What follows belongs to an exercise in optimizing a design on an open flow for small area; a production flow would make more cautious choices.
The RTL was checked by simulation tests, not by an equivalence proof against the original design.
Power and IR drop assume default switching activity.

==> flow/design.v, too long to show whole: its modules and the start of the top module <==
// module playrec: 858 lines
// module fa_cell: 3 lines
// module sel_dec: 7 lines
// module ha_cell: 3 lines
module playrec(
	input			CLOCK_50, reset,
	output reg	[21:0]	ram_addr,
	output	[15:0]	ram_data_in,
	output			ram_read, ram_write,
	input	[15:0]	ram_data_out,
	input			ram_valid, ram_waitrq,
	output	[15:0]	audio_out,
	input	[15:0]	audio_in,
	input			audio_out_allowed, audio_in_available,
	output			write_audio_out, read_audio_in,
	input			play, record, pause,
	input	[1:0]	speed,
	input [2:0] sel
);
  // ...
==> flow/flow/run.sh <==
#!/bin/bash
# Standard ORFS layout (the standard.sh, unchanged synthesis) with two
# layout-only choices passed to the ORFS scripts:
#  - port buffers use the smallest buffer cell (every port is still buffered)
#  - clock tree synthesis without dummy loads
set -euo pipefail
export BUFFER_PORTS_ARGS="-buffer_cell sky130_fd_sc_hd__buf_1"
export CTS_ARGS="-sink_clustering_enable -repair_clock_nets -dont_use_dummy_load -buf_list sky130_fd_sc_hd__clkbuf_4"
bash standard.sh > standard_flow.log 2>&1
==> flow/standard.sh <==
#!/bin/bash
# synth_recipe.tcl (not shown) runs the flow's synth.tcl, then flattens the netlist and writes it again
# the make line also repeats each setting of config.mk as NAME=value (left out here)
make -C /OpenROAD-flow-scripts/flow DESIGN_CONFIG=/design/flow/config.mk WORK_HOME=/design/flow/orfs CLKGATE_MAP_FILE= SYNTH_SCRIPT=/design/flow/synth_recipe.tcl "${@:-finish}"
==> flow/config.mk <==
export PLATFORM = sky130hd
export DESIGN_NAME = playrec
export DESIGN_NICKNAME = playrec
export VERILOG_FILES = /design/flow/design.v
export SDC_FILE = /design/flow/constraint.sdc
export NUM_CORES = 4
export LEC_CHECK = 0
export CAP_MARGIN = 20
export CORE_MARGIN = 2
export CORE_UTILIZATION = 40
export SETUP_SLACK_MARGIN = 0.2
export SLEW_MARGIN = 20
export SYNTH_HIERARCHICAL = 1
export SYNTH_MINIMUM_KEEP_SIZE = 0
==> flow/constraint.sdc <==
create_clock -name core_clock -period 10.0 [get_ports {CLOCK_50}]
set_input_delay 2.0000 -clock core_clock [delete_from_list [all_inputs] [get_ports {CLOCK_50}]]
set_output_delay 2.0000 -clock core_clock [all_outputs]
set_load 0.01 [all_outputs]
==> reports/qor.yml, run 1 <==
power:
  internal-power_mw: 2.554
  pg_clk_uw: 572
  top_power_group: "combinational cells"
drt:
  met1_length_microns: 15130
  top_layer_used: "met4"
  vias: 9140
worst_setup_path:
  endpoint_kind: "output port"
  crit_type: "in2out"
  reg2reg_from: "x3[0]"
  crit_path_end: "ram_data_in[15]"
clock_network:
  numCtsBuffers: 58
  hold_buffers: 0
  clkSinkCount: 221
  cts_tree: "built"
synthesis:
  syn_avg_cell_area_sq_um: 12.02
final_layout:
  diodes: 1
  fill_cells: 3080
  multi_input_cells: 788
  nNetsFinal: 1513
  largestClassByArea: "multi-input gates"
  final_common_cell: "dfxtp_1"
global_route:
  grt_util_met2_pct: 34.82
  first_global_vias: 9936
run_status:
  status: "no timing/DRC/antenna violations"
sta:
  fin_skew_ns: 0.1036
placed_design:
  dpl.cell_count: 1568
==> inputs of run 2 (changes only) <==
--- a/flow/design.v
+++ b/flow/design.v
@@ -239,26 +239,16 @@
 fa_cell u_sn4_s130 (.a(sn4_a[15]), .b(sn4_b[15]), .c(sn4_c129), .s(sn4_s130), .k(sn4_c131));
 assign sn4[15] = sn4_s130;
 wire sn4_x132 = sn4_a[16] ^ sn4_b[16] ^ sn4_c131;
 assign sn4[16] = sn4_x132;
 reg signed [16:0] s4;
 always @(posedge CLOCK_50) s4 <= sn4;
 wire f1_0, fe_0, f3_0, f4_0, fr_0;
 sel_dec u_dec0 (.sel(sel), .f1(f1_0), .fe(fe_0), .f3(f3_0), .f4(f4_0), .fr(fr_0));
-wire f1_1, fe_1, f3_1, f4_1, fr_1;
-sel_dec u_dec1 (.sel(sel), .f1(f1_1), .fe(fe_1), .f3(f3_1), .f4(f4_1), .fr(fr_1));
-wire f1_2, fe_2, f3_2, f4_2, fr_2;
-sel_dec u_dec2 (.sel(sel), .f1(f1_2), .fe(fe_2), .f3(f3_2), .f4(f4_2), .fr(fr_2));
-wire f1_3, fe_3, f3_3, f4_3, fr_3;
-sel_dec u_dec3 (.sel(sel), .f1(f1_3), .fe(fe_3), .f3(f3_3), .f4(f4_3), .fr(fr_3));
-wire f1_4, fe_4, f3_4, f4_4, fr_4;
-sel_dec u_dec4 (.sel(sel), .f1(f1_4), .fe(fe_4), .f3(f3_4), .f4(f4_4), .fr(fr_4));
-wire f1_5, fe_5, f3_5, f4_5, fr_5;
-sel_dec u_dec5 (.sel(sel), .f1(f1_5), .fe(fe_5), .f3(f3_5), .f4(f4_5), .fr(fr_5));
 wire r0_4 = (f4_0 & ~s3[0]);
 wire r0_5 = (f1_0 & ~s3[0]) | (f3_0 & s3[0]) | (f4_0 & ~s3[1]);
 wire r0_6 = (f1_0 & ~s3[1]) | (f3_0 & s3[1]) | (f4_0 & ~s3[2]);
 wire r0_7 = (f1_0 & ~s3[2]) | (f3_0 & s3[2]) | (f4_0 & ~s3[3]) | (fe_0 & x8[0]);
 wire r0_8 = (f1_0 & ~s3[3]) | (f3_0 & s3[3]) | (f4_0 & ~s3[4]) | (fe_0 & x8[1]);
 wire r0_9 = (f1_0 & ~s3[4]) | (f3_0 & s3[4]) | (f4_0 & ~s3[5]) | (fe_0 & x8[2]);
 wire r0_10 = (f1_0 & ~s3[5]) | (f3_0 & s3[5]) | (f4_0 & ~s3[6]) | (fe_0 & x8[3]);
 wire r0_11 = (f1_0 & ~s3[6]) | (f3_0 & s3[6]) | (f4_0 & ~s3[7]) | (fe_0 & x8[4]);
@@ -285,171 +275,171 @@
 wire r1_11 = (f3_0 & s2[9]) | (f4_0 & ~s2[9]);
 wire r1_12 = (f3_0 & s2[10]) | (f4_0 & ~s2[10]);
 wire r1_13 = (f3_0 & s2[11]) | (f4_0 & ~s2[11]);
 wire r1_14 = (f3_0 & s2[12]) | (f4_0 & ~s2[12]);
 wire r1_15 = (f3_0 & s2[13]) | (f4_0 & ~s2[13]);
 wire r1_16 = (f3_0 & s2[14]) | (f4_0 & ~s2[14]);
 wire r1_17 = (f3_0 & s2[15]) | (f4_0 & ~s2[15]);
 wire r1_18 = (f3_0 & ~s2[16]) | (f4_0 & s2[16]);
-wire r2_0 = (f1_1 & ~s3[0]) | (f3_1 & ~s3[0]);
-wire r2_1 = (f1_1 & ~s3[1]) | (f3_1 & ~s3[1]) | (f4_1 & ~x7[0]);
-wire r2_2 = (f1_1 & ~s3[2]) | (f3_1 & ~s3[2]) | (f4_1 & ~x7[1]);
-wire r2_3 = (f1_1 & ~s3[3]) | (f3_1 & ~s3[3]) | (f4_1 & ~x7[2]);
-wire r2_4 = (f1_1 & ~s3[4]) | (f3_1 & ~s3[4]) | (f4_1 & ~x7[3]);
-wire r2_5 = (f1_1 & ~s3[5]) | (f3_1 & ~s3[5]) | (f4_1 & ~x7[4]);
-wire r2_6 = (f1_1 & ~s3[6]) | (f3_1 & ~s3[6]) | (f4_1 & ~x7[5]);
-wire r2_7 = (f1_1 & ~s3[7]) | (f3_1 & ~s3[7]) | (f4_1 & ~x7[6]);
-wire r2_8 = (f1_1 & ~s3[8]) | (f3_1 & ~s3[8]) | (f4_1 & ~x7[7]);
-wire r2_9 = (f1_1 & ~s3[9]) | (f3_1 & ~s3[9]) | (f4_1 & ~x7[8]);
-wire r2_10 = (f1_1 & ~s3[10]) | (f3_1 & ~s3[10]) | (f4_1 & ~x7[9]);
-wire r2_11 = (f1_1 & ~s3[11]) | (f3_1 & ~s3[11]) | (f4_1 & ~x7[10]);
-wire r2_12 = (f1_1 & ~s3[12]) | (f3_1 & ~s3[12]) | (f4_1 & ~x7[11]);
-wire r2_13 = (f1_1 & ~s3[13]) | (f3_1 & ~s3[13]) | (f4_1 & ~x7[12]);
-wire r2_14 = (f1_1 & ~s3[14]) | (f3_1 & ~s3[14]) | (f4_1 & ~x7[13]);
-wire r2_15 = (f1_1 & ~s3[15]) | (f3_1 & ~s3[15]) | (f4_1 & ~x7[14]);
-wire r2_16 = (f1_1 & s3[16]) | (f3_1 & s3[16]) | (f4_1 & x7[15]);
-wire r3_0 = (f3_1 & ~s1[0]);
-wire r3_1 = (f1_1 & ~s3[0]) | (f3_1 & ~s1[1]) | (f4_1 & ~s3[0]);
-wire r3_2 = (f1_1 & ~s3[1]) | (f3_1 & ~s1[2]) | (f4_1 & ~s3[1]);
-wire r3_3 = (f1_1 & ~s3[2]) | (f3_1 & ~s1[3]) | (f4_1 & ~s3[2]);
-wire r3_4 = (f1_1 & ~s3[3]) | (f3_1 & ~s1[4]) | (f4_1 & ~s3[3]);
-wire r3_5 = (f1_1 & ~s3[4]) | (f3_1 & ~s1[5]) | (f4_1 & ~s3[4]);
-wire r3_6 = (f1_1 & ~s3[5]) | (f3_1 & ~s1[6]) | (f4_1 & ~s3[5]);
-wire r3_7 = (f1_1 & ~s3[6]) | (f3_1 & ~s1[7]) | (f4_1 & ~s3[6]);
-wire r3_8 = (f1_1 & ~s3[7]) | (f3_1 & ~s1[8]) | (f4_1 & ~s3[7]);
-wire r3_9 = (f1_1 & ~s3[8]) | (f3_1 & ~s1[9]) | (f4_1 & ~s3[8]);
-wire r3_10 = (f1_1 & ~s3[9]) | (f3_1 & ~s1[10]) | (f4_1 & ~s3[9]);
-wire r3_11 = (f1_1 & ~s3[10]) | (f3_1 & ~s1[11]) | (f4_1 & ~s3[10]);
-wire r3_12 = (f1_1 & ~s3[11]) | (f3_1 & ~s1[12]) | (f4_1 & ~s3[11]);
-wire r3_13 = (f1_1 & ~s3[12]) | (f3_1 & ~s1[13]) | (f4_1 & ~s3[12]);
-wire r3_14 = (f1_1 & ~s3[13]) | (f3_1 & ~s1[14]) | (f4_1 & ~s3[13]);
-wire r3_15 = (f1_1 & ~s3[14]) | (f3_1 & ~s1[15]) | (f4_1 & ~s3[14]);
-wire r3_16 = (f1_1 & ~s3[15]) | (f3_1 & s1[16]) | (f4_1 & ~s3[15]);
-wire r3_17 = (f1_1 & s3[16]) | (f4_1 & s3[16]);
-wire r4_3 = (f3_2 & s3[0]);
-wire r4_4 = (f3_2 & s3[1]) | (f4_2 & ~x7[0]);
-wire r4_5 = (f3_2 & s3[2]) | (f4_2 & ~x7[1]);
-wire r4_6 = (f3_2 & s3[3]) | (f4_2 & ~x7[2]);
-wire r4_7 = (f3_2 & s3[4]) | (f4_2 & ~x7[3]);
-wire r4_8 = (f3_2 & s3[5]) | (f4_2 & ~x7[4]);
-wire r4_9 = (f3_2 & s3[6]) | (f4_2 & ~x7[5]);
-wire r4_10 = (f3_2 & s3[7]) | (f4_2 & ~x7[6]);
-wire r4_11 = (f3_2 & s3[8]) | (f4_2 & ~x7[7]);
-wire r4_12 = (f3_2 & s3[9]) | (f4_2 & ~x7[8]);
-wire r4_13 = (f3_2 & s3[10]) | (f4_2 & ~x7[9]);
-wire r4_14 = (f3_2 & s3[11]) | (f4_2 & ~x7[10]);
-wire r4_15 = (f3_2 & s3[12]) | (f4_2 & ~x7[11]);
-wire r4_16 = (f3_2 & s3[13]) | (f4_2 & ~x7[12]);
-wire r4_17 = (f3_2 & s3[14]) | (f4_2 & ~x7[13]);
-wire r4_18 = (f3_2 & s3[15]) | (f4_2 & ~x7[14]);
-wire r4_19 = (f3_2 & ~s3[16]) | (f4_2 & x7[15]);
-wire r5_5 = (f1_2 & ~s4[0]) | (f3_2 & ~s4[0]) | (f4_2 & ~x6[0]);
-wire r5_6 = (f1_2 & ~s4[1]) | (f3_2 & ~s4[1]) | (f4_2 & ~x6[1]);
-wire r5_7 = (f1_2 & ~s4[2]) | (f3_2 & ~s4[2]) | (f4_2 & ~x6[2]);
-wire r5_8 = (f1_2 & ~s4[3]) | (f3_2 & ~s4[3]) | (f4_2 & ~x6[3]);
-wire r5_9 = (f1_2 & ~s4[4]) | (f3_2 & ~s4[4]) | (f4_2 & ~x6[4]);
-wire r5_10 = (f1_2 & ~s4[5]) | (f3_2 & ~s4[5]) | (f4_2 & ~x6[5]);
-wire r5_11 = (f1_2 & ~s4[6]) | (f3_2 & ~s4[6]) | (f4_2 & ~x6[6]);
-wire r5_12 = (f1_2 & ~s4[7]) | (f3_2 & ~s4[7]) | (f4_2 & ~x6[7]);
-wire r5_13 = (f1_2 & ~s4[8]) | (f3_2 & ~s4[8]) | (f4_2 & ~x6[8]);
-wire r5_14 = (f1_2 & ~s4[9]) | (f3_2 & ~s4[9]) | (f4_2 & ~x6[9]);
-wire r5_15 = (f1_2 & ~s4[10]) | (f3_2 & ~s4[10]) | (f4_2 & ~x6[10]);
-wire r5_16 = (f1_2 & ~s4[11]) | (f3_2 & ~s4[11]) | (f4_2 & ~x6[11]);
-wire r5_17 = (f1_2 & ~s4[12]) | (f3_2 & ~s4[12]) | (f4_2 & ~x6[12]);
-wire r5_18 = (f1_2 & ~s4[13]) | (f3_2 & ~s4[13]) | (f4_2 & ~x6[13]);
-wire r5_19 = (f1_2 & ~s4[14]) | (f3_2 & ~s4[14]) | (f4_2 & ~x6[14]);
-wire r5_20 = (f1_2 & ~s4[15]) | (f3_2 & ~s4[15]) | (f4_2 & x6[15]);
-wire r5_21 = (f1_2 & s4[16]) | (f3_2 & s4[16]);
-wire r6_1 = (f1_3 & ~s4[0]) | (f3_3 & ~s4[0]);
-wire r6_2 = (f1_3 & ~s4[1]) | (f3_3 & ~s4[1]) | (f4_3 & ~x8[0]);
-wire r6_3 = (f1_3 & ~s4[2]) | (f3_3 & ~s4[2]) | (f4_3 & ~x8[1]);
-wire r6_4 = (f1_3 & ~s4[3]) | (f3_3 & ~s4[3]) | (f4_3 & ~x8[2]);
-wire r6_5 = (f1_3 & ~s4[4]) | (f3_3 & ~s4[4]) | (f4_3 & ~x8[3]);
-wire r6_6 = (f1_3 & ~s4[5]) | (f3_3 & ~s4[5]) | (f4_3 & ~x8[4]);
-wire r6_7 = (f1_3 & ~s4[6]) | (f3_3 & ~s4[6]) | (f4_3 & ~x8[5]);
-wire r6_8 = (f1_3 & ~s4[7]) | (f3_3 & ~s4[7]) | (f4_3 & ~x8[6]);
-wire r6_9 = (f1_3 & ~s4[8]) | (f3_3 & ~s4[8]) | (f4_3 & ~x8[7]);
-wire r6_10 = (f1_3 & ~s4[9]) | (f3_3 & ~s4[9]) | (f4_3 & ~x8[8]);
-wire r6_11 = (f1_3 & ~s4[10]) | (f3_3 & ~s4[10]) | (f4_3 & ~x8[9]);
-wire r6_12 = (f1_3 & ~s4[11]) | (f3_3 & ~s4[11]) | (f4_3 & ~x8[10]);
-wire r6_13 = (f1_3 & ~s4[12]) | (f3_3 & ~s4[12]) | (f4_3 & ~x8[11]);
-wire r6_14 = (f1_3 & ~s4[13]) | (f3_3 & ~s4[13]) | (f4_3 & ~x8[12]);
-wire r6_15 = (f1_3 & ~s4[14]) | (f3_3 & ~s4[14]) | (f4_3 & ~x8[13]);
-wire r6_16 = (f1_3 & ~s4[15]) | (f3_3 & ~s4[15]) | (f4_3 & ~x8[14]);
-wire r6_17 = (f1_3 & s4[16]) | (f3_3 & s4[16]) | (f4_3 & x8[15]);
-wire r7_0 = (f1_3 & ~s4[0]) | (f3_3 & s2[0]);
-wire r7_1 = (f1_3 & ~s4[1]) | (f3_3 & s2[1]) | (f4_3 & ~x4[0]);
-wire r7_2 = (f1_3 & ~s4[2]) | (f3_3 & s2[2]) | (f4_3 & ~x4[1]);
-wire r7_3 = (f1_3 & ~s4[3]) | (f3_3 & s2[3]) | (f4_3 & ~x4[2]);
-wire r7_4 = (f1_3 & ~s4[4]) | (f3_3 & s2[4]) | (f4_3 & ~x4[3]);
-wire r7_5 = (f1_3 & ~s4[5]) | (f3_3 & s2[5]) | (f4_3 & ~x4[4]);
-wire r7_6 = (f1_3 & ~s4[6]) | (f3_3 & s2[6]) | (f4_3 & ~x4[5]);
-wire r7_7 = (f1_3 & ~s4[7]) | (f3_3 & s2[7]) | (f4_3 & ~x4[6]);
-wire r7_8 = (f1_3 & ~s4[8]) | (f3_3 & s2[8]) | (f4_3 & ~x4[7]);
-wire r7_9 = (f1_3 & ~s4[9]) | (f3_3 & s2[9]) | (f4_3 & ~x4[8]);
-wire r7_10 = (f1_3 & ~s4[10]) | (f3_3 & s2[10]) | (f4_3 & ~x4[9]);
-wire r7_11 = (f1_3 & ~s4[11]) | (f3_3 & s2[11]) | (f4_3 & ~x4[10]);
-wire r7_12 = (f1_3 & ~s4[12]) | (f3_3 & s2[12]) | (f4_3 & ~x4[11]);
-wire r7_13 = (f1_3 & ~s4[13]) | (f3_3 & s2[13]) | (f4_3 & ~x4[12]);
-wire r7_14 = (f1_3 & ~s4[14]) | (f3_3 & s2[14]) | (f4_3 & ~x4[13]);
-wire r7_15 = (f1_3 & ~s4[15]) | (f3_3 & s2[15]) | (f4_3 & ~x4[14]);
-wire r7_16 = (f1_3 & s4[16]) | (f3_3 & ~s2[16]) | (f4_3 & x4[15]);
-wire r8_6 = (f1_4 & ~s4[0]) | (f4_4 & ~s4[0]);
-wire r8_7 = (f1_4 & ~s4[1]) | (f3_4 & s4[0]) | (f4_4 & ~s4[1]);
-wire r8_8 = (f1_4 & ~s4[2]) | (f3_4 & s4[1]) | (f4_4 & ~s4[2]) | (fe_4 & x1[0]) | (fr_4 & audio_in[0]);
-wire r8_9 = (f1_4 & ~s4[3]) | (f3_4 & s4[2]) | (f4_4 & ~s4[3]) | (fe_4 & x1[1]) | (fr_4 & audio_in[1]);
-wire r8_10 = (f1_4 & ~s4[4]) | (f3_4 & s4[3]) | (f4_4 & ~s4[4]) | (fe_4 & x1[2]) | (fr_4 & audio_in[2]);
-wire r8_11 = (f1_4 & ~s4[5]) | (f3_4 & s4[4]) | (f4_4 & ~s4[5]) | (fe_4 & x1[3]) | (fr_4 & audio_in[3]);
-wire r8_12 = (f1_4 & ~s4[6]) | (f3_4 & s4[5]) | (f4_4 & ~s4[6]) | (fe_4 & x1[4]) | (fr_4 & audio_in[4]);
-wire r8_13 = (f1_4 & ~s4[7]) | (f3_4 & s4[6]) | (f4_4 & ~s4[7]) | (fe_4 & x1[5]) | (fr_4 & audio_in[5]);
-wire r8_14 = (f1_4 & ~s4[8]) | (f3_4 & s4[7]) | (f4_4 & ~s4[8]) | (fe_4 & x1[6]) | (fr_4 & audio_in[6]);
-wire r8_15 = (f1_4 & ~s4[9]) | (f3_4 & s4[8]) | (f4_4 & ~s4[9]) | (fe_4 & x1[7]) | (fr_4 & audio_in[7]);
-wire r8_16 = (f1_4 & ~s4[10]) | (f3_4 & s4[9]) | (f4_4 & ~s4[10]) | (fe_4 & x1[8]) | (fr_4 & audio_in[8]);
-wire r8_17 = (f1_4 & ~s4[11]) | (f3_4 & s4[10]) | (f4_4 & ~s4[11]) | (fe_4 & x1[9]) | (fr_4 & audio_in[9]);
-wire r8_18 = (f1_4 & ~s4[12]) | (f3_4 & s4[11]) | (f4_4 & ~s4[12]) | (fe_4 & x1[10]) | (fr_4 & audio_in[10]);
-wire r8_19 = (f1_4 & ~s4[13]) | (f3_4 & s4[12]) | (f4_4 & ~s4[13]) | (fe_4 & x1[11]) | (fr_4 & audio_in[11]);
-wire r8_20 = (f1_4 & ~s4[14]) | (f3_4 & s4[13]) | (f4_4 & ~s4[14]) | (fe_4 & x1[12]) | (fr_4 & audio_in[12]);
-wire r8_21 = (f1_4 & ~s4[15]) | (f3_4 & s4[14]) | (f4_4 & ~s4[15]) | (fe_4 & x1[13]) | (fr_4 & audio_in[13]);
-wire r8_22 = (f1_4 & s4[16]) | (f3_4 & s4[15]) | (f4_4 & s4[16]) | (fe_4 & x1[14]) | (fr_4 & audio_in[14]);
-wire r8_23 = (f3_4 & ~s4[16]) | (fe_4 & ~x1[15]) | (fr_4 & ~audio_in[15]);
-wire r9_3 = (f1_4 & s2[0]) | (f3_4 & ~s4[0]);
-wire r9_4 = (f1_4 & s2[1]) | (f3_4 & ~s4[1]) | (f4_4 & x4[0]);
-wire r9_5 = (f1_4 & s2[2]) | (f3_4 & ~s4[2]) | (f4_4 & x4[1]);
-wire r9_6 = (f1_4 & s2[3]) | (f3_4 & ~s4[3]) | (f4_4 & x4[2]);
-wire r9_7 = (f1_4 & s2[4]) | (f3_4 & ~s4[4]) | (f4_4 & x4[3]);
-wire r9_8 = (f1_4 & s2[5]) | (f3_4 & ~s4[5]) | (f4_4 & x4[4]);
-wire r9_9 = (f1_4 & s2[6]) | (f3_4 & ~s4[6]) | (f4_4 & x4[5]);
-wire r9_10 = (f1_4 & s2[7]) | (f3_4 & ~s4[7]) | (f4_4 & x4[6]);
-wire r9_11 = (f1_4 & s2[8]) | (f3_4 & ~s4[8]) | (f4_4 & x4[7]);
-wire r9_12 = (f1_4 & s2[9]) | (f3_4 & ~s4[9]) | (f4_4 & x4[8]);
-wire r9_13 = (f1_4 & s2[10]) | (f3_4 & ~s4[10]) | (f4_4 & x4[9]);
-wire r9_14 = (f1_4 & s2[11]) | (f3_4 & ~s4[11]) | (f4_4 & x4[10]);
-wire r9_15 = (f1_4 & s2[12]) | (f3_4 & ~s4[12]) | (f4_4 & x4[11]);
-wire r9_16 = (f1_4 & s2[13]) | (f3_4 & ~s4[13]) | (f4_4 & x4[12]);
-wire r9_17 = (f1_4 & s2[14]) | (f3_4 & ~s4[14]) | (f4_4 & x4[13]);
-wire r9_18 = (f1_4 & s2[15]) | (f3_4 & ~s4[15]) | (f4_4 & x4[14]);
-wire r9_19 = (f1_4 & ~s2[16]) | (f3_4 & s4[16]) | (f4_4 & ~x4[15]);
-wire r10_1 = (f1_5 & ~s1[0]);
-wire r10_2 = (f1_5 & ~s1[1]) | (f4_5 & ~x3[0]);
-wire r10_3 = (f1_5 & ~s1[2]) | (f4_5 & ~x3[1]);
-wire r10_4 = (f1_5 & ~s1[3]) | (f4_5 & ~x3[2]);
-wire r10_5 = (f1_5 & ~s1[4]) | (f4_5 & ~x3[3]);
-wire r10_6 = (f1_5 & ~s1[5]) | (f4_5 & ~x3[4]);
-wire r10_7 = (f1_5 & ~s1[6]) | (f4_5 & ~x3[5]);
-wire r10_8 = (f1_5 & ~s1[7]) | (f4_5 & ~x3[6]);
-wire r10_9 = (f1_5 & ~s1[8]) | (f4_5 & ~x3[7]);
-wire r10_10 = (f1_5 & ~s1[9]) | (f4_5 & ~x3[8]);
-wire r10_11 = (f1_5 & ~s1[10]) | (f4_5 & ~x3[9]);
-wire r10_12 = (f1_5 & ~s1[11]) | (f4_5 & ~x3[10]);
-wire r10_13 = (f1_5 & ~s1[12]) | (f4_5 & ~x3[11]);
-wire r10_14 = (f1_5 & ~s1[13]) | (f4_5 & ~x3[12]);
-wire r10_15 = (f1_5 & ~s1[14]) | (f4_5 & ~x3[13]);
-wire r10_16 = (f1_5 & ~s1[15]) | (f4_5 & ~x3[14]);
-wire r10_17 = (f1_5 & s1[16]) | (f4_5 & x3[15]);
+wire r2_0 = (f1_0 & ~s3[0]) | (f3_0 & ~s3[0]);
+wire r2_1 = (f1_0 & ~s3[1]) | (f3_0 & ~s3[1]) | (f4_0 & ~x7[0]);
+wire r2_2 = (f1_0 & ~s3[2]) | (f3_0 & ~s3[2]) | (f4_0 & ~x7[1]);
+wire r2_3 = (f1_0 & ~s3[3]) | (f3_0 & ~s3[3]) | (f4_0 & ~x7[2]);
+wire r2_4 = (f1_0 & ~s3[4]) | (f3_0 & ~s3[4]) | (f4_0 & ~x7[3]);
+wire r2_5 = (f1_0 & ~s3[5]) | (f3_0 & ~s3[5]) | (f4_0 & ~x7[4]);
+wire r2_6 = (f1_0 & ~s3[6]) | (f3_0 & ~s3[6]) | (f4_0 & ~x7[5]);
+wire r2_7 = (f1_0 & ~s3[7]) | (f3_0 & ~s3[7]) | (f4_0 & ~x7[6]);
+wire r2_8 = (f1_0 & ~s3[8]) | (f3_0 & ~s3[8]) | (f4_0 & ~x7[7]);
+wire r2_9 = (f1_0 & ~s3[9]) | (f3_0 & ~s3[9]) | (f4_0 & ~x7[8]);
+wire r2_10 = (f1_0 & ~s3[10]) | (f3_0 & ~s3[10]) | (f4_0 & ~x7[9]);
+wire r2_11 = (f1_0 & ~s3[11]) | (f3_0 & ~s3[11]) | (f4_0 & ~x7[10]);
+wire r2_12 = (f1_0 & ~s3[12]) | (f3_0 & ~s3[12]) | (f4_0 & ~x7[11]);
+wire r2_13 = (f1_0 & ~s3[13]) | (f3_0 & ~s3[13]) | (f4_0 & ~x7[12]);
+wire r2_14 = (f1_0 & ~s3[14]) | (f3_0 & ~s3[14]) | (f4_0 & ~x7[13]);
+wire r2_15 = (f1_0 & ~s3[15]) | (f3_0 & ~s3[15]) | (f4_0 & ~x7[14]);
+wire r2_16 = (f1_0 & s3[16]) | (f3_0 & s3[16]) | (f4_0 & x7[15]);
+wire r3_0 = (f3_0 & ~s1[0]);
+wire r3_1 = (f1_0 & ~s3[0]) | (f3_0 & ~s1[1]) | (f4_0 & ~s3[0]);
+wire r3_2 = (f1_0 & ~s3[1]) | (f3_0 & ~s1[2]) | (f4_0 & ~s3[1]);
+wire r3_3 = (f1_0 & ~s3[2]) | (f3_0 & ~s1[3]) | (f4_0 & ~s3[2]);
+wire r3_4 = (f1_0 & ~s3[3]) | (f3_0 & ~s1[4]) | (f4_0 & ~s3[3]);
+wire r3_5 = (f1_0 & ~s3[4]) | (f3_0 & ~s1[5]) | (f4_0 & ~s3[4]);
+wire r3_6 = (f1_0 & ~s3[5]) | (f3_0 & ~s1[6]) | (f4_0 & ~s3[5]);
+wire r3_7 = (f1_0 & ~s3[6]) | (f3_0 & ~s1[7]) | (f4_0 & ~s3[6]);
+wire r3_8 = (f1_0 & ~s3[7]) | (f3_0 & ~s1[8]) | (f4_0 & ~s3[7]);
+wire r3_9 = (f1_0 & ~s3[8]) | (f3_0 & ~s1[9]) | (f4_0 & ~s3[8]);
+wire r3_10 = (f1_0 & ~s3[9]) | (f3_0 & ~s1[10]) | (f4_0 & ~s3[9]);
+wire r3_11 = (f1_0 & ~s3[10]) | (f3_0 & ~s1[11]) | (f4_0 & ~s3[10]);
+wire r3_12 = (f1_0 & ~s3[11]) | (f3_0 & ~s1[12]) | (f4_0 & ~s3[11]);
+wire r3_13 = (f1_0 & ~s3[12]) | (f3_0 & ~s1[13]) | (f4_0 & ~s3[12]);
+wire r3_14 = (f1_0 & ~s3[13]) | (f3_0 & ~s1[14]) | (f4_0 & ~s3[13]);
+wire r3_15 = (f1_0 & ~s3[14]) | (f3_0 & ~s1[15]) | (f4_0 & ~s3[14]);
+wire r3_16 = (f1_0 & ~s3[15]) | (f3_0 & s1[16]) | (f4_0 & ~s3[15]);
+wire r3_17 = (f1_0 & s3[16]) | (f4_0 & s3[16]);
+wire r4_3 = (f3_0 & s3[0]);
+wire r4_4 = (f3_0 & s3[1]) | (f4_0 & ~x7[0]);
+wire r4_5 = (f3_0 & s3[2]) | (f4_0 & ~x7[1]);
+wire r4_6 = (f3_0 & s3[3]) | (f4_0 & ~x7[2]);
+wire r4_7 = (f3_0 & s3[4]) | (f4_0 & ~x7[3]);
+wire r4_8 = (f3_0 & s3[5]) | (f4_0 & ~x7[4]);
+wire r4_9 = (f3_0 & s3[6]) | (f4_0 & ~x7[5]);
+wire r4_10 = (f3_0 & s3[7]) | (f4_0 & ~x7[6]);
+wire r4_11 = (f3_0 & s3[8]) | (f4_0 & ~x7[7]);
+wire r4_12 = (f3_0 & s3[9]) | (f4_0 & ~x7[8]);
+wire r4_13 = (f3_0 & s3[10]) | (f4_0 & ~x7[9]);
+wire r4_14 = (f3_0 & s3[11]) | (f4_0 & ~x7[10]);
+wire r4_15 = (f3_0 & s3[12]) | (f4_0 & ~x7[11]);
+wire r4_16 = (f3_0 & s3[13]) | (f4_0 & ~x7[12]);
+wire r4_17 = (f3_0 & s3[14]) | (f4_0 & ~x7[13]);
+wire r4_18 = (f3_0 & s3[15]) | (f4_0 & ~x7[14]);
+wire r4_19 = (f3_0 & ~s3[16]) | (f4_0 & x7[15]);
+wire r5_5 = (f1_0 & ~s4[0]) | (f3_0 & ~s4[0]) | (f4_0 & ~x6[0]);
+wire r5_6 = (f1_0 & ~s4[1]) | (f3_0 & ~s4[1]) | (f4_0 & ~x6[1]);
+wire r5_7 = (f1_0 & ~s4[2]) | (f3_0 & ~s4[2]) | (f4_0 & ~x6[2]);
+wire r5_8 = (f1_0 & ~s4[3]) | (f3_0 & ~s4[3]) | (f4_0 & ~x6[3]);
+wire r5_9 = (f1_0 & ~s4[4]) | (f3_0 & ~s4[4]) | (f4_0 & ~x6[4]);
+wire r5_10 = (f1_0 & ~s4[5]) | (f3_0 & ~s4[5]) | (f4_0 & ~x6[5]);
+wire r5_11 = (f1_0 & ~s4[6]) | (f3_0 & ~s4[6]) | (f4_0 & ~x6[6]);
+wire r5_12 = (f1_0 & ~s4[7]) | (f3_0 & ~s4[7]) | (f4_0 & ~x6[7]);
+wire r5_13 = (f1_0 & ~s4[8]) | (f3_0 & ~s4[8]) | (f4_0 & ~x6[8]);
+wire r5_14 = (f1_0 & ~s4[9]) | (f3_0 & ~s4[9]) | (f4_0 & ~x6[9]);
+wire r5_15 = (f1_0 & ~s4[10]) | (f3_0 & ~s4[10]) | (f4_0 & ~x6[10]);
+wire r5_16 = (f1_0 & ~s4[11]) | (f3_0 & ~s4[11]) | (f4_0 & ~x6[11]);
+wire r5_17 = (f1_0 & ~s4[12]) | (f3_0 & ~s4[12]) | (f4_0 & ~x6[12]);
+wire r5_18 = (f1_0 & ~s4[13]) | (f3_0 & ~s4[13]) | (f4_0 & ~x6[13]);
+wire r5_19 = (f1_0 & ~s4[14]) | (f3_0 & ~s4[14]) | (f4_0 & ~x6[14]);
+wire r5_20 = (f1_0 & ~s4[15]) | (f3_0 & ~s4[15]) | (f4_0 & x6[15]);
+wire r5_21 = (f1_0 & s4[16]) | (f3_0 & s4[16]);
+wire r6_1 = (f1_0 & ~s4[0]) | (f3_0 & ~s4[0]);
+wire r6_2 = (f1_0 & ~s4[1]) | (f3_0 & ~s4[1]) | (f4_0 & ~x8[0]);
+wire r6_3 = (f1_0 & ~s4[2]) | (f3_0 & ~s4[2]) | (f4_0 & ~x8[1]);
+wire r6_4 = (f1_0 & ~s4[3]) | (f3_0 & ~s4[3]) | (f4_0 & ~x8[2]);
+wire r6_5 = (f1_0 & ~s4[4]) | (f3_0 & ~s4[4]) | (f4_0 & ~x8[3]);
+wire r6_6 = (f1_0 & ~s4[5]) | (f3_0 & ~s4[5]) | (f4_0 & ~x8[4]);
+wire r6_7 = (f1_0 & ~s4[6]) | (f3_0 & ~s4[6]) | (f4_0 & ~x8[5]);
+wire r6_8 = (f1_0 & ~s4[7]) | (f3_0 & ~s4[7]) | (f4_0 & ~x8[6]);
+wire r6_9 = (f1_0 & ~s4[8]) | (f3_0 & ~s4[8]) | (f4_0 & ~x8[7]);
+wire r6_10 = (f1_0 & ~s4[9]) | (f3_0 & ~s4[9]) | (f4_0 & ~x8[8]);
+wire r6_11 = (f1_0 & ~s4[10]) | (f3_0 & ~s4[10]) | (f4_0 & ~x8[9]);
+wire r6_12 = (f1_0 & ~s4[11]) | (f3_0 & ~s4[11]) | (f4_0 & ~x8[10]);
+wire r6_13 = (f1_0 & ~s4[12]) | (f3_0 & ~s4[12]) | (f4_0 & ~x8[11]);
+wire r6_14 = (f1_0 & ~s4[13]) | (f3_0 & ~s4[13]) | (f4_0 & ~x8[12]);
+wire r6_15 = (f1_0 & ~s4[14]) | (f3_0 & ~s4[14]) | (f4_0 & ~x8[13]);
+wire r6_16 = (f1_0 & ~s4[15]) | (f3_0 & ~s4[15]) | (f4_0 & ~x8[14]);
+wire r6_17 = (f1_0 & s4[16]) | (f3_0 & s4[16]) | (f4_0 & x8[15]);
+wire r7_0 = (f1_0 & ~s4[0]) | (f3_0 & s2[0]);
+wire r7_1 = (f1_0 & ~s4[1]) | (f3_0 & s2[1]) | (f4_0 & ~x4[0]);
+wire r7_2 = (f1_0 & ~s4[2]) | (f3_0 & s2[2]) | (f4_0 & ~x4[1]);
+wire r7_3 = (f1_0 & ~s4[3]) | (f3_0 & s2[3]) | (f4_0 & ~x4[2]);
+wire r7_4 = (f1_0 & ~s4[4]) | (f3_0 & s2[4]) | (f4_0 & ~x4[3]);
+wire r7_5 = (f1_0 & ~s4[5]) | (f3_0 & s2[5]) | (f4_0 & ~x4[4]);
+wire r7_6 = (f1_0 & ~s4[6]) | (f3_0 & s2[6]) | (f4_0 & ~x4[5]);
+wire r7_7 = (f1_0 & ~s4[7]) | (f3_0 & s2[7]) | (f4_0 & ~x4[6]);
+wire r7_8 = (f1_0 & ~s4[8]) | (f3_0 & s2[8]) | (f4_0 & ~x4[7]);
+wire r7_9 = (f1_0 & ~s4[9]) | (f3_0 & s2[9]) | (f4_0 & ~x4[8]);
+wire r7_10 = (f1_0 & ~s4[10]) | (f3_0 & s2[10]) | (f4_0 & ~x4[9]);
+wire r7_11 = (f1_0 & ~s4[11]) | (f3_0 & s2[11]) | (f4_0 & ~x4[10]);
+wire r7_12 = (f1_0 & ~s4[12]) | (f3_0 & s2[12]) | (f4_0 & ~x4[11]);
+wire r7_13 = (f1_0 & ~s4[13]) | (f3_0 & s2[13]) | (f4_0 & ~x4[12]);
+wire r7_14 = (f1_0 & ~s4[14]) | (f3_0 & s2[14]) | (f4_0 & ~x4[13]);
+wire r7_15 = (f1_0 & ~s4[15]) | (f3_0 & s2[15]) | (f4_0 & ~x4[14]);
+wire r7_16 = (f1_0 & s4[16]) | (f3_0 & ~s2[16]) | (f4_0 & x4[15]);
+wire r8_6 = (f1_0 & ~s4[0]) | (f4_0 & ~s4[0]);
+wire r8_7 = (f1_0 & ~s4[1]) | (f3_0 & s4[0]) | (f4_0 & ~s4[1]);
+wire r8_8 = (f1_0 & ~s4[2]) | (f3_0 & s4[1]) | (f4_0 & ~s4[2]) | (fe_0 & x1[0]) | (fr_0 & audio_in[0]);
+wire r8_9 = (f1_0 & ~s4[3]) | (f3_0 & s4[2]) | (f4_0 & ~s4[3]) | (fe_0 & x1[1]) | (fr_0 & audio_in[1]);
+wire r8_10 = (f1_0 & ~s4[4]) | (f3_0 & s4[3]) | (f4_0 & ~s4[4]) | (fe_0 & x1[2]) | (fr_0 & audio_in[2]);
+wire r8_11 = (f1_0 & ~s4[5]) | (f3_0 & s4[4]) | (f4_0 & ~s4[5]) | (fe_0 & x1[3]) | (fr_0 & audio_in[3]);
+wire r8_12 = (f1_0 & ~s4[6]) | (f3_0 & s4[5]) | (f4_0 & ~s4[6]) | (fe_0 & x1[4]) | (fr_0 & audio_in[4]);
+wire r8_13 = (f1_0 & ~s4[7]) | (f3_0 & s4[6]) | (f4_0 & ~s4[7]) | (fe_0 & x1[5]) | (fr_0 & audio_in[5]);
+wire r8_14 = (f1_0 & ~s4[8]) | (f3_0 & s4[7]) | (f4_0 & ~s4[8]) | (fe_0 & x1[6]) | (fr_0 & audio_in[6]);
+wire r8_15 = (f1_0 & ~s4[9]) | (f3_0 & s4[8]) | (f4_0 & ~s4[9]) | (fe_0 & x1[7]) | (fr_0 & audio_in[7]);
+wire r8_16 = (f1_0 & ~s4[10]) | (f3_0 & s4[9]) | (f4_0 & ~s4[10]) | (fe_0 & x1[8]) | (fr_0 & audio_in[8]);
+wire r8_17 = (f1_0 & ~s4[11]) | (f3_0 & s4[10]) | (f4_0 & ~s4[11]) | (fe_0 & x1[9]) | (fr_0 & audio_in[9]);
+wire r8_18 = (f1_0 & ~s4[12]) | (f3_0 & s4[11]) | (f4_0 & ~s4[12]) | (fe_0 & x1[10]) | (fr_0 & audio_in[10]);
+wire r8_19 = (f1_0 & ~s4[13]) | (f3_0 & s4[12]) | (f4_0 & ~s4[13]) | (fe_0 & x1[11]) | (fr_0 & audio_in[11]);
+wire r8_20 = (f1_0 & ~s4[14]) | (f3_0 & s4[13]) | (f4_0 & ~s4[14]) | (fe_0 & x1[12]) | (fr_0 & audio_in[12]);
+wire r8_21 = (f1_0 & ~s4[15]) | (f3_0 & s4[14]) | (f4_0 & ~s4[15]) | (fe_0 & x1[13]) | (fr_0 & audio_in[13]);
+wire r8_22 = (f1_0 & s4[16]) | (f3_0 & s4[15]) | (f4_0 & s4[16]) | (fe_0 & x1[14]) | (fr_0 & audio_in[14]);
+wire r8_23 = (f3_0 & ~s4[16]) | (fe_0 & ~x1[15]) | (fr_0 & ~audio_in[15]);
+wire r9_3 = (f1_0 & s2[0]) | (f3_0 & ~s4[0]);
+wire r9_4 = (f1_0 & s2[1]) | (f3_0 & ~s4[1]) | (f4_0 & x4[0]);
+wire r9_5 = (f1_0 & s2[2]) | (f3_0 & ~s4[2]) | (f4_0 & x4[1]);
+wire r9_6 = (f1_0 & s2[3]) | (f3_0 & ~s4[3]) | (f4_0 & x4[2]);
+wire r9_7 = (f1_0 & s2[4]) | (f3_0 & ~s4[4]) | (f4_0 & x4[3]);
+wire r9_8 = (f1_0 & s2[5]) | (f3_0 & ~s4[5]) | (f4_0 & x4[4]);
+wire r9_9 = (f1_0 & s2[6]) | (f3_0 & ~s4[6]) | (f4_0 & x4[5]);
+wire r9_10 = (f1_0 & s2[7]) | (f3_0 & ~s4[7]) | (f4_0 & x4[6]);
+wire r9_11 = (f1_0 & s2[8]) | (f3_0 & ~s4[8]) | (f4_0 & x4[7]);
+wire r9_12 = (f1_0 & s2[9]) | (f3_0 & ~s4[9]) | (f4_0 & x4[8]);
+wire r9_13 = (f1_0 & s2[10]) | (f3_0 & ~s4[10]) | (f4_0 & x4[9]);
+wire r9_14 = (f1_0 & s2[11]) | (f3_0 & ~s4[11]) | (f4_0 & x4[10]);
+wire r9_15 = (f1_0 & s2[12]) | (f3_0 & ~s4[12]) | (f4_0 & x4[11]);
+wire r9_16 = (f1_0 & s2[13]) | (f3_0 & ~s4[13]) | (f4_0 & x4[12]);
+wire r9_17 = (f1_0 & s2[14]) | (f3_0 & ~s4[14]) | (f4_0 & x4[13]);
+wire r9_18 = (f1_0 & s2[15]) | (f3_0 & ~s4[15]) | (f4_0 & x4[14]);
+wire r9_19 = (f1_0 & ~s2[16]) | (f3_0 & s4[16]) | (f4_0 & ~x4[15]);
+wire r10_1 = (f1_0 & ~s1[0]);
+wire r10_2 = (f1_0 & ~s1[1]) | (f4_0 & ~x3[0]);
+wire r10_3 = (f1_0 & ~s1[2]) | (f4_0 & ~x3[1]);
+wire r10_4 = (f1_0 & ~s1[3]) | (f4_0 & ~x3[2]);
+wire r10_5 = (f1_0 & ~s1[4]) | (f4_0 & ~x3[3]);
+wire r10_6 = (f1_0 & ~s1[5]) | (f4_0 & ~x3[4]);
+wire r10_7 = (f1_0 & ~s1[6]) | (f4_0 & ~x3[5]);
+wire r10_8 = (f1_0 & ~s1[7]) | (f4_0 & ~x3[6]);
+wire r10_9 = (f1_0 & ~s1[8]) | (f4_0 & ~x3[7]);
+wire r10_10 = (f1_0 & ~s1[9]) | (f4_0 & ~x3[8]);
+wire r10_11 = (f1_0 & ~s1[10]) | (f4_0 & ~x3[9]);
+wire r10_12 = (f1_0 & ~s1[11]) | (f4_0 & ~x3[10]);
+wire r10_13 = (f1_0 & ~s1[12]) | (f4_0 & ~x3[11]);
+wire r10_14 = (f1_0 & ~s1[13]) | (f4_0 & ~x3[12]);
+wire r10_15 = (f1_0 & ~s1[14]) | (f4_0 & ~x3[13]);
+wire r10_16 = (f1_0 & ~s1[15]) | (f4_0 & ~x3[14]);
+wire r10_17 = (f1_0 & s1[16]) | (f4_0 & x3[15]);
 wire k_1 = f4_0;
 wire k_2 = f3_0;
 wire k_3 = f1_0 | f3_0;
 wire k_4 = f4_0;
 wire k_5 = f3_0;
 wire k_7 = f1_0 | f4_0;
 wire k_16 = f3_0;
 wire k_17 = f3_0;
==> flow/flow/run.sh (replaced) <==
#!/bin/bash
# Standard ORFS layout (the standard.sh, unchanged synthesis) with two
# layout-only choices passed to the ORFS scripts:
#  - port buffers use the smallest buffer cell (every port is still buffered)
#  - clock tree synthesis without dummy loads
set -euo pipefail
export BUFFER_PORTS_ARGS="-buffer_cell sky130_fd_sc_hd__buf_1"
export CTS_ARGS="-sink_clustering_enable -repair_clock_nets -dont_use_dummy_load -buf_list sky130_fd_sc_hd__clkbuf_4 -sink_clustering_size 10 -sink_clustering_max_diameter 50"
bash standard.sh > standard_flow.log 2>&1
==> flow/config.mk (replaced) <==
export PLATFORM = sky130hd
export DESIGN_NAME = playrec
export DESIGN_NICKNAME = playrec
export VERILOG_FILES = /design/flow/design.v
export SDC_FILE = /design/flow/constraint.sdc
export NUM_CORES = 4
export LEC_CHECK = 0
export CAP_MARGIN = 20
export CORE_MARGIN = 2
export CORE_UTILIZATION = 60
export SETUP_SLACK_MARGIN = 0.2
export SLEW_MARGIN = 20
export SYNTH_HIERARCHICAL = 1
export SYNTH_MINIMUM_KEEP_SIZE = 0
==> reports/qor.yml, run 2 <==
sta:
  rsz0062_at_grt: "yes"
  drv_slew: 0
  final_hold_viol_count: 0
  setup_tns_ns: 0
  fmax_mhz: 104.3
  max_slew.worst_pin.slew_ns: 0.6330
  finalCriticalPeriod_ns: 9.585
  setup_violations: 0
  fin_crit_sh_pct: 95.85
  whs_ns: 0.3632
  slew_headroom_pct: 57.36
  fin_skew_ns: 0.05626  # -0.04733 ns
synthesis:
  syn_avg_cell_area_sq_um: 12.07  # +0.37%
  synthMuxAreaShare_pct: 0
  synth_common_cells: "dfxtp_1 (221), fa_1 (215), o21ai_0 (90)"
  synth_top_area_share_pct: 34.32
  synth_flop_cell: "dfxtp_1"
  synthCells: 1068
  yosysSeqAreaShare_pct: 34.32
  yosys_warnings: 7
  ys_ff_latch: 221
  synthAdderAreaFrac_pct: 39.80
  synth-compound-area-share_pct: 13.73
  yosysTopAreaCell: "dfxtp_1"
  synth_edf_count: 0
  synth_top_cells_by_area: "dfxtp_1 (34%), fa_1 (33%), ha_1 (6.4%)"
  synth_async_sr_flop_share_pct: 0
  synth-xor-area-share_pct: 1.495
  syn_nets: 1395
  yosys.area_share.simple_pct: 7.338
  netlist_area_sq_mm: 0.01289
  synth_top_family_by_area: "adder cells"
  synth.most_common_cell: "dfxtp_1"
  yosys.cell_types.count: 61
power:
  internal-power_mw: 2.361  # -7.6%
  powerDensity_mw_per_mm2: 328.3
  seq_power_share_pct: 23.9
  leakage_nw: 6.006
  finalPower_mw: 4.497
  combPwrFrac_pct: 67.3
  ir_drop_uv: 303.9
  swShare_pct: 47.50
  total_switching_power_mw: 2.136
  clock_power_share_pct: 8.7
drt:
  final_antenna_net_count: 0
  first_iter_violations: 978
  drc: 0
  wirelength_microns: 31480
  first_pass_iters: 7
  vias: 8657  # -5.3%
  wl_per_cell_microns: 22.50
  routed_via_density: 6.188
clock_network:
  hold_buffers: 0  # unchanged
  clk_latency_ns: 0.67
  numCtsBuffers: 27  # -53%
  clkSinkCount: 221  # unchanged
  cts_tree: "built"
  cts_max_level: 1
  path_clk_slew_ns: 0.09
  cts.path.max_buffers: 3
  cts-root-buf: "clkbuf_4"
final_layout:
  fin_util_pct: 65.16
  drive_above_1_share_pct: 6.500
  final_common_cell: "dfxtp_1"
  nNetsFinal: 1452  # -4.0%
  largest_reg_flops: 22
  syn_to_final_growth_pct: 6.261
  fill_cells: 1651  # -46%
  final_cell_mix: "dfxtp_1 (221), fa_1 (215), o21ai_0 (88), nand2_1 (75), buf_1 (69)"
  finalNonFillerCells: 1399
  largest-register: "ram_addr"
worst_setup_path:
  endpoint_kind: "output port"
  r2r_end: "s4[16]"
  start_kind: "input port"
  crit_top_cell: "fa_1"
  reg2reg_from: "x4[0]"
  reg2reg_slack_ns: 2.85
  crit_type: "in2out"
  arrival_ns: 7.58
  required_ns: 8.00
  slowest_stage: "fa_1"
  r2r_cells: 18
  critical_path.max_fanout: 16
  worstPathCellList: "buf_1, nor3b_4, buf_4, buf_6, nor2_2, buf_4, o22ai_1, fa_1, fa_1, fa_1, fa_1, fa_1, ha_2, a21oi_2, nand2_1, or3_4, o21ai_4, nand2_2, a2111o_1, o311ai_1, buf_2"
  slowest_delay_ns: 0.50
hold_path:
  min_to: "x3[0]"
  holdPathStages: 0
  worstHoldPathType: "reg2reg"
  min_from: "x2[0]"
floorplan:
  fp.coreArea_sq_mm: 0.02102
  die_area_sq_mm: 0.02267
  io_pins: 104
  start_util_pct: 61.32
  die_x_microns: 150.6
  rows: 53
  die_h_microns: 150.6
run_status:
  status: "no timing/DRC/antenna violations"
placed_design:
  numPortBuffers: 71
  dpl.cell_count: 1369  # -13%
  gp_congestion: 0.9352
  detailed_place_hpwl_microns: 24830
global_route:
  antenna_found_initial: 1
  first_global_vias: 8997  # -9.5%
  grt_pass1_wl_microns: 49910
  grtUsageTotal_pct: 29.32
  grt_max_degree: 49
  overflow: 0
flow_run:
  maxCapViolCount: 0
## run 2: worst max-delay path by stage
stage	startpoint	end	slack [ns]	cells after the start
5_1_grt	sel[0]	ram_data_in[8]	0.15	21
4_1_cts	sel[0]	ram_data_in[8]	0.30	20
2_1_floorplan	sel[2]	ram_data_in[15]	0.75	19
3_3_place_gp	sel[2]	ram_data_in[8]	0.38	20
3_5_place_dp	sel[0]	ram_data_in[8]	0.32	20
6_report	sel[0]	ram_data_in[8]	0.42	21
## run 2: critical path, delay by kind of cell
family | cells | cell delay [ns]
AO/OA/AOI/OAI | 5 | 1.15
adder cells (fa/ha/maj) | 6 | 2.56
buffers and inverters | 5 | 0.95
AND/OR/NAND/NOR | 5 | 0.91
## run 2: per-stage QoR
stage	cell area (sq um)	worst slack (ns)
2_1_floorplan	12890	0.7471
3_3_place_gp	13440	0.3846
3_5_place_dp	13440	0.3176
4_1_cts	13640	0.3017
5_1_grt	13700	0.1530
6_report	13700	0.4155
## run 2: layer usage
layer / global-route usage (%) / up-vias / part of all wire, %
li1: - / 3847 / -
met1: 44.98 / 4260 / 45
met2: 40.59 / 483 / 41
met3: 8.606 / 67 / 11
met4: 8.271 / 0 / 2.8
met5: 0 / - / 0
## run 2: cells by family (layout without fill, tap and decap cells)
family | count (synthesis) | after routing
compound gates | 263 | 263
xor+xnor | 22 | 22
fa+ha+maj | 281 | 281
buf+inv | 94 | 149
flops | 221 | 221
other cells | 0 | 1
simple gates | 187 | 187
## run 2: area by class of cell
| cell class | count | area, sq um | share of cell area, % |
|---|---|---|---|
| Tap cell | 275 | 344.1 | 2.512 |
| Inverter | 29 | 111.4 | 0.8130 |
| Antenna cell | 1 | 2.502 | 0.01827 |
| Clock buffer | 27 | 202.7 | 1.480 |
| Timing Repair Buffer | 93 | 529.3 | 3.864 |
| Sequential cell | 221 | 4424 | 32.30 |
| Multi-Input combinational cell | 753 | 8083 | 59.01 |
## run 2: power by group through the flow
stage	logic [mW]	registers, mW	clock network, mW
global route	3.43	1.09	0.438
detailed placement	2.99	1.09	0
finish	3.03	1.08	0.391
global placement	2.96	1.09	0
floorplan	2.19	1.05	0
CTS	3.00	1.07	0.408
## run 2: what timing repair did
item,CTS,global route
resized for setup,0,14
endpoints found under the setup margin,0,9
setup buffers,0,2
## run 2: modules after synthesis (local to each module, per instance)
module,flops+latches,area [sq um]
ha_cell,0,12.51
sel_dec,0,47.55
fa_cell,0,20.02
playrec,221,8058
==> inputs of run 3 (changes only) <==
--- a/flow/config.mk
+++ b/flow/config.mk
@@ -8,7 +8,8 @@
 export CAP_MARGIN = 20
 export CORE_MARGIN = 2
-export CORE_UTILIZATION = 60
+export CORE_UTILIZATION = 40
 export SETUP_SLACK_MARGIN = 0.2
 export SLEW_MARGIN = 20
 export SYNTH_HIERARCHICAL = 1
 export SYNTH_MINIMUM_KEEP_SIZE = 0
+export TNS_END_PERCENT = 0
==> reports/qor.yml, run 3 <==
run_status:
  status: "no timing/DRC/antenna violations"
sta:
  max_slew.worst_pin.slew_ns: 0.6137  # -0.01925 ns
  rsz0062_at_grt: "no"
  whs_ns: 0.3023  # -0.06091 ns
  finalCriticalPeriod_ns: 9.629  # +0.04463 ns
  fin_skew_ns: 0.09901  # +0.04276 ns
  setup_tns_ns: 0  # unchanged
  setup_violations: 0  # unchanged
  drv_slew: 0  # unchanged
  slew_headroom_pct: 59.04  # +1.7 points
  final_hold_viol_count: 0  # unchanged
  fin_crit_sh_pct: 96.29  # +0.45 points
  fmax_mhz: 103.9  # -0.46%
final_layout:
  final_cell_mix: "dfxtp_1 (221), fa_1 (215), o21ai_0 (90), nand2_1 (75), buf_1 (70)"
  drive_above_1_share_pct: 6.572  # +0.071 points
  nNetsFinal: 1455  # +0.21%
  largest_reg_flops: 22  # unchanged
  syn_to_final_growth_pct: 7.494
  final_common_cell: "dfxtp_1"
  fin_util_pct: 43.80  # -21 points
  fill_cells: 2977  # +80%
  largest-register: "ram_addr"
  finalNonFillerCells: 1529  # +9.3%
placed_design:
  dpl.cell_count: 1495  # +9.2%
  gp_congestion: 0.9321  # -0.33%
  numPortBuffers: 71  # unchanged
  detailed_place_hpwl_microns: 25790  # +3.8%
clock_network:
  path_clk_slew_ns: 0.10  # about the same
  cts.path.max_buffers: 3  # unchanged
  cts_tree: "built"
  numCtsBuffers: 30  # +11%
  clkSinkCount: 221  # unchanged
  clk_latency_ns: 0.68  # about the same
  cts_max_level: 1  # unchanged
  cts-root-buf: "clkbuf_4"
  hold_buffers: 0  # unchanged
drt:
  drc: 0  # unchanged
  vias: 8641  # -0.18%
  final_antenna_net_count: 0  # unchanged
  wl_per_cell_microns: 21.12  # -6.1%
  wirelength_microns: 32290  # +2.6%
  routed_via_density: 5.651  # -8.7%
  first_iter_violations: 900  # -8.0%
  first_pass_iters: 6  # -1
synthesis:
  synth.most_common_cell: "dfxtp_1"
  yosys.cell_types.count: 61  # unchanged
  netlist_area_sq_mm: 0.01289  # unchanged
  synth_flop_cell: "dfxtp_1"
  synth_async_sr_flop_share_pct: 0  # unchanged
  yosysTopAreaCell: "dfxtp_1"
  synth_common_cells: "dfxtp_1 (221), fa_1 (215), o21ai_0 (90)"
  synth_top_area_share_pct: 34.32  # unchanged
  syn_avg_cell_area_sq_um: 12.07  # unchanged
  synthCells: 1068  # unchanged
  syn_nets: 1395  # unchanged
  synth_edf_count: 0  # unchanged
  yosys_warnings: 7  # unchanged
  ys_ff_latch: 221  # unchanged
  synth_top_cells_by_area: "dfxtp_1 (34%), fa_1 (33%), ha_1 (6.4%)"
  yosysSeqAreaShare_pct: 34.32  # unchanged
global_route:
  grtUsageTotal_pct: 19.66  # -9.7 points
  grt_max_degree: 49  # unchanged
  antenna_found_initial: 1  # unchanged
  first_global_vias: 9032  # +0.39%
  overflow: 0  # unchanged
  grt_pass1_wl_microns: 51260  # +2.7%
floorplan:
  fp.coreArea_sq_mm: 0.03164  # +50%
  rows: 65  # +23%
  die_h_microns: 183.5  # +22%
  die_x_microns: 183.5  # +22%
  die_area_sq_mm: 0.03368  # +49%
  start_util_pct: 40.74  # -21 points
  io_pins: 104  # unchanged
worst_setup_path:
  startpoint: "sel[1]"
  required_ns: 8.00  # about the same
  arrival_ns: 7.63  # +0.05 ns
  crit_type: "in2out"
  critical_path.max_fanout: 33  # +17
  reg2reg_slack_ns: 2.82  # -0.03 ns
  endpoint_kind: "output port"
  r2r_cells: 18  # unchanged
  r2r_end: "s3[16]"
  start_kind: "input port"
  reg2reg_from: "x2[0]"
hold_path:
  worstHoldPathType: "reg2reg"
  holdPathStages: 0  # unchanged
  min_from: "x1[8]"
  min_to: "x2[8]"
power:
  ir_drop_uv: 649.1  # +110%
  powerDensity_mw_per_mm2: 325.2  # -0.93%
  leakage_nw: 6.011  # about the same
flow_run:
  maxCapViolCount: 0  # unchanged
## run 3: cell count changes in the layout (fill, tap and decap cells not counted), sizes merged
cell	delta
clkbuf	+3
## run 3: timing repair
item                       4_1_cts  5_1_grt
buffers inserted                 0        3
resized for setup                0       11
setup endpoints to repair        0        9
## run 3: cell families after synthesis
family,Yosys count,share of synthesized area (%)
AOI/OAI and AO/OA,263,13.73
xor gates and xnor gates,22,1.495
adders and majority gates,281,39.80
buffers and inverters,94,3.320
DFF,221,34.32
and+or+nand+nor,187,7.338
## run 3: how the worst max path moves through the flow
stage / endpoint
finish: ram_data_in[8]
global route: ram_data_in[8]
CTS: ram_data_in[8]
detailed placement: ram_data_in[8]
global placement: ram_data_in[8]
floorplan: ram_data_in[15]
## run 3: metrics by stage
step                worst slack (ns)  total power [mW]  area, sq um
floorplan                     0.7471             3.238        12890
global placement              0.3262             4.044        13540
detailed placement            0.2474             4.086        13540
CTS                           0.2400             4.508        13770
global route                  0.2009             4.939        13860
finish                        0.3708             4.506        13860
## run 3: per-module statistics from Yosys, one instance, submodules excluded
| module | times used | area [sq um] | flops+latches |
|---|---|---|---|
| fa_cell | 214 | 20.02 | 0 |
| playrec | 1 | 8058 | 221 |
| sel_dec | 1 | 47.55 | 0 |
| ha_cell | 40 | 12.51 | 0 |
## run 3: report_power, final
| group | internal, mW | switching [mW] | leakage (nW) |
|---|---|---|---|
| Combinational | 1.26 | 1.77 | 4.02 |
| Clock | 0.137 | 0.269 | 0.138 |
| Sequential | 0.967 | 0.107 | 1.86 |
| Total | 2.36 | 2.14 | 6.01 |
## run 3: worst max-delay path: stages
cell,delay [ns]
buf_1,0.20
and3b_2,0.31
buf_8,0.22
inv_1,0.07
buf_6,0.20
o22ai_1,0.29
fa_1,0.47
fa_1,0.42
fa_1,0.47
fa_1,0.40
fa_1,0.46
ha_1,0.38
a21oi_2,0.18
nand2_1,0.08
or3_4,0.38
o21ai_4,0.24
nand2_2,0.12
a2111o_1,0.42
o311ai_1,0.09
buf_1,0.18
## run 3: layout make-up
class,instances,area [sq um],area share [%]
repair buffers,93,505.5,3.648
clock buffers,30,225.2,1.625
multi-input cells,753,8087,58.36
well taps,402,503.0,3.630
flip-flops and latches,221,4424,31.93
inverters,29,108.9,0.7856
diodes,1,2.502,0.01806
## run 3: per-layer routing
layer | vias to the layer above | global-route usage (%) | routed length, microns
li1 | 3854 | - | -
met5 | - | 0 | 0
met4 | 0 | 5.152 | 707
met2 | 413 | 28.94 | 13740
met1 | 4311 | 29.48 | 15070
met3 | 63 | 4.041 | 2777
==> inputs of run 4 (changes only) <==
--- a/flow/config.mk
+++ b/flow/config.mk
@@ -13,3 +13,2 @@
 export SYNTH_HIERARCHICAL = 1
 export SYNTH_MINIMUM_KEEP_SIZE = 0
-export TNS_END_PERCENT = 0
==> reports/qor.yml, run 4 <==
synthesis:
  yosysSeqAreaShare_pct: 34.32  # unchanged
  synth_edf_count: 0  # unchanged
  synthCells: 1068  # unchanged
  yosys_warnings: 7  # unchanged
  ys_ff_latch: 221  # unchanged
  synth.most_common_cell: "dfxtp_1"
  synth_top_cells_by_area: "dfxtp_1 (34%), fa_1 (33%), ha_1 (6.4%)"
  netlist_area_sq_mm: 0.01289  # unchanged
  yosysTopAreaCell: "dfxtp_1"
  synth_flop_cell: "dfxtp_1"
  synth_async_sr_flop_share_pct: 0  # unchanged
  yosys.cell_types.count: 61  # unchanged
  synth_top_area_share_pct: 34.32  # unchanged
  syn_nets: 1395  # unchanged
  synth_common_cells: "dfxtp_1 (221), fa_1 (215), o21ai_0 (90)"
  syn_avg_cell_area_sq_um: 12.07  # unchanged
sta:
  fmax_mhz: 103.9  # unchanged
  slew_headroom_pct: 59.04  # unchanged
  setup_violations: 0  # unchanged
  fin_crit_sh_pct: 96.29  # unchanged
  setup_tns_ns: 0  # unchanged
  max_slew.worst_pin.slew_ns: 0.6137  # unchanged
  fin_skew_ns: 0.09901  # unchanged
  final_hold_viol_count: 0  # unchanged
  finalCriticalPeriod_ns: 9.629  # unchanged
  rsz0062_at_grt: "no"
  drv_slew: 0  # unchanged
worst_setup_path:
  start_kind: "input port"
  crit_type: "in2out"
  reg2reg_slack_ns: 2.82  # about the same
  crit_path_end: "ram_data_in[8]"
  worstPathCellList: "buf_1, and3b_2, buf_8, inv_1, buf_6, o22ai_1, fa_1, fa_1, fa_1, fa_1, fa_1, ha_1, a21oi_2, nand2_1, or3_4, o21ai_4, nand2_2, a2111o_1, o311ai_1, buf_1"
  path_delay_family: "adder cells"
  cp.depth: 20  # unchanged
  crit_top_cell: "fa_1"
  cp_num_buf_inv: 5  # unchanged
  critical_path.max_fanout: 33  # unchanged
  startpoint: "sel[1]"
  arrival_ns: 7.63  # about the same
  required_ns: 8.00  # about the same
  r2r_end: "s3[16]"
  reg2reg_from: "x2[0]"
  slowest_delay_ns: 0.47  # about the same
  r2r_cells: 18  # unchanged
  slowest_stage: "fa_1"
  endpoint_kind: "output port"
power:
  seq_power_share_pct: 23.8  # about the same
  powerDensity_mw_per_mm2: 325.2  # unchanged
  swShare_pct: 47.53  # unchanged
  ir_drop_uv: 649.1  # unchanged
  leakage_nw: 6.011  # unchanged
  combPwrFrac_pct: 67.2  # about the same
  total_switching_power_mw: 2.142  # unchanged
  internal-power_mw: 2.364  # unchanged
  clock_power_share_pct: 9.0  # about the same
floorplan:
  rows: 65  # unchanged
  die_area_sq_mm: 0.03368  # unchanged
  die_x_microns: 183.5  # unchanged
  die_h_microns: 183.5  # unchanged
  fp.coreArea_sq_mm: 0.03164  # unchanged
  start_util_pct: 40.74  # unchanged
  io_pins: 104  # unchanged
global_route:
  antenna_found_initial: 1  # unchanged
  grt_pass1_wl_microns: 51260  # unchanged
  first_global_vias: 9032  # unchanged
  grt_max_degree: 49  # unchanged
  grtUsageTotal_pct: 19.66  # unchanged
  overflow: 0  # unchanged
drt:
  final_antenna_net_count: 0  # unchanged
  vias: 8641  # unchanged
  wirelength_microns: 32290  # unchanged
  first_pass_iters: 6  # unchanged
  first_iter_violations: 900  # unchanged
  drc: 0  # unchanged
  wl_per_cell_microns: 21.12  # unchanged
  routed_via_density: 5.651  # unchanged
clock_network:
  cts-root-buf: "clkbuf_4"
  numCtsBuffers: 30  # unchanged
  cts_tree: "built"
  cts.path.max_buffers: 3  # unchanged
  clk_latency_ns: 0.68  # about the same
  clkSinkCount: 221  # unchanged
  path_clk_slew_ns: 0.10  # about the same
  cts_max_level: 1  # unchanged
  hold_buffers: 0  # unchanged
final_layout:
  nNetsFinal: 1455  # unchanged
  final_cell_mix: "dfxtp_1 (221), fa_1 (215), o21ai_0 (90), nand2_1 (75), buf_1 (70)"
  syn_to_final_growth_pct: 7.494  # unchanged
  finalNonFillerCells: 1529  # unchanged
  drive_above_1_share_pct: 6.572  # unchanged
  largest-register: "ram_addr"
  final_common_cell: "dfxtp_1"
  largest_reg_flops: 22  # unchanged
placed_design:
  gp_congestion: 0.9321  # unchanged
  detailed_place_hpwl_microns: 25790  # unchanged
  numPortBuffers: 71  # unchanged
  dpl.cell_count: 1495  # unchanged
run_status:
  status: "no timing/DRC/antenna violations"
flow_run:
  maxCapViolCount: 0  # unchanged
hold_path:
  worstHoldPathType: "reg2reg"
-- run 4: timing repair --
item / 4_1_cts / 5_1_grt
buffers inserted: 0 / 3
endpoints found under the setup margin: 0 / 9
hold endpoints to repair: 0 / 0
resized for setup: 0 / 11
-- run 4: Yosys stat by module, one instance, submodules excluded --
module	area, sq um	flops+latches	cells inside	times used
sel_dec	47.55	0	6	1
ha_cell	12.51	0	1	40
playrec	8058	221	808	1
fa_cell	20.02	0	1	214
-- run 4: per-stage QoR --
| stage | utilization [%] | total power [mW] | cell area (sq um) | hold slack, ns | setup slack (ns) |
|---|---|---|---|---|---|
| 2_1_floorplan | - | 3.238 | 12890 | 0.3345 | 0.7471 |
| 3_3_place_gp | 42.80 | 4.044 | 13540 | 0.3452 | 0.3262 |
| 3_5_place_dp | 42.80 | 4.086 | 13540 | 0.3526 | 0.2474 |
| 4_1_cts | 43.51 | 4.508 | 13770 | 0.2813 | 0.2400 |
| 5_1_grt | 43.80 | 4.939 | 13860 | 0.3143 | 0.2009 |
| 6_report | 43.80 | 4.506 | 13860 | 0.3023 | 0.3708 |
-- run 4: kinds of logic (layout without fill, tap and decap cells) --
| family | Yosys count | in the layout | share of synthesized area [%] |
|---|---|---|---|
| other cells | 0 | 1 | 0 |
| buf+inv | 94 | 152 | 3.320 |
| flops | 221 | 221 | 34.32 |
| simple gates | 187 | 187 | 7.338 |
| xor+xnor | 22 | 22 | 1.495 |
| compound gates | 263 | 263 | 13.73 |
| fa+ha+maj | 281 | 281 | 39.80 |
-- run 4: area by class of cell --
class | instances | area (sq um)
Timing Repair Buffer | 93 | 505.5
Sequential cell | 221 | 4424
Inverter | 29 | 108.9
Multi-Input combinational cell | 753 | 8087
Tap cell | 402 | 503.0
Fill cell | 2977 | 17780
Antenna cell | 1 | 2.502
Clock buffer | 30 | 225.2
-- run 4: power by group through the flow --
stage / registers, mW / logic (mW) / clock network (mW)
2_1_floorplan: 1.05 / 2.19 / 0
3_3_place_gp: 1.09 / 2.95 / 0
3_5_place_dp: 1.09 / 2.99 / 0
4_1_cts: 1.07 / 3.01 / 0.430
5_1_grt: 1.09 / 3.39 / 0.464
6_report: 1.07 / 3.03 / 0.405
-- run 4: how the worst min path moves through the flow --
stage	startpoint	to	slack (ns)	cells past startpoint
floorplan	x5[0]	x6[0]	0.33	0
global placement	x2[0]	x3[0]	0.35	0
detailed placement	x5[0]	x6[0]	0.35	0
CTS	x1[8]	x2[8]	0.28	0
global route	x5[11]	x6[11]	0.31	0
finish	x1[8]	x2[8]	0.30	0
-- run 4: metal layers --
layer	global-route usage (%)	up-vias	part of all wire (%)
met3	4.041	63	8.6
li1	-	3854	-
met4	5.152	0	2.2
met5	0	-	0
met2	28.94	413	43
met1	29.48	4311	47

what the ideal ports hide:
How much do the figures lean on ideal ports? The routed layouts below were timed once more, with nothing changed but the port constraints.
Step 1 (the two cells are an assumption about what drives the block):
set clk [get_ports {CLOCK_50}]
set_driving_cell -lib_cell sky130_fd_sc_hd__clkbuf_16 $clk
set_driving_cell -lib_cell sky130_fd_sc_hd__buf_2 [delete_from_list [all_inputs] $clk]
Step 2 adds t to the input delays and takes it off the output delays; t is the mean of the earliest and latest rising clock arrival at the registers after step 1. Input paths then give back, and output paths get back, about the clock's delay inside the block.
Three values: no drivers, after step 1, after step 2; two values: the first two.
run	t (ns)	setup WS [ns]	latest minus earliest clock arrival (ns)	slew at the worst register clock pin (ns)	pins driven straight from the clock port
run 1	0.679	0.398 / 0.377 / 0.377	0.104 / 0.104	0.07 / 0.07	1
run 2	0.684	0.415 / 0.390 / 0.390	0.057 / 0.057	0.11 / 0.11	1
run 3	0.669	0.371 / 0.347 / 0.347	0.103 / 0.103	0.11 / 0.11	1
run 4	0.669	0.371 / 0.347 / 0.347	0.103 / 0.103	0.11 / 0.11	1
After both steps setup and hold are still met in every run listed. The setup slack of run 2, which loses most, moves by -0.025 ns with the drivers and by -0.025 ns with both steps.
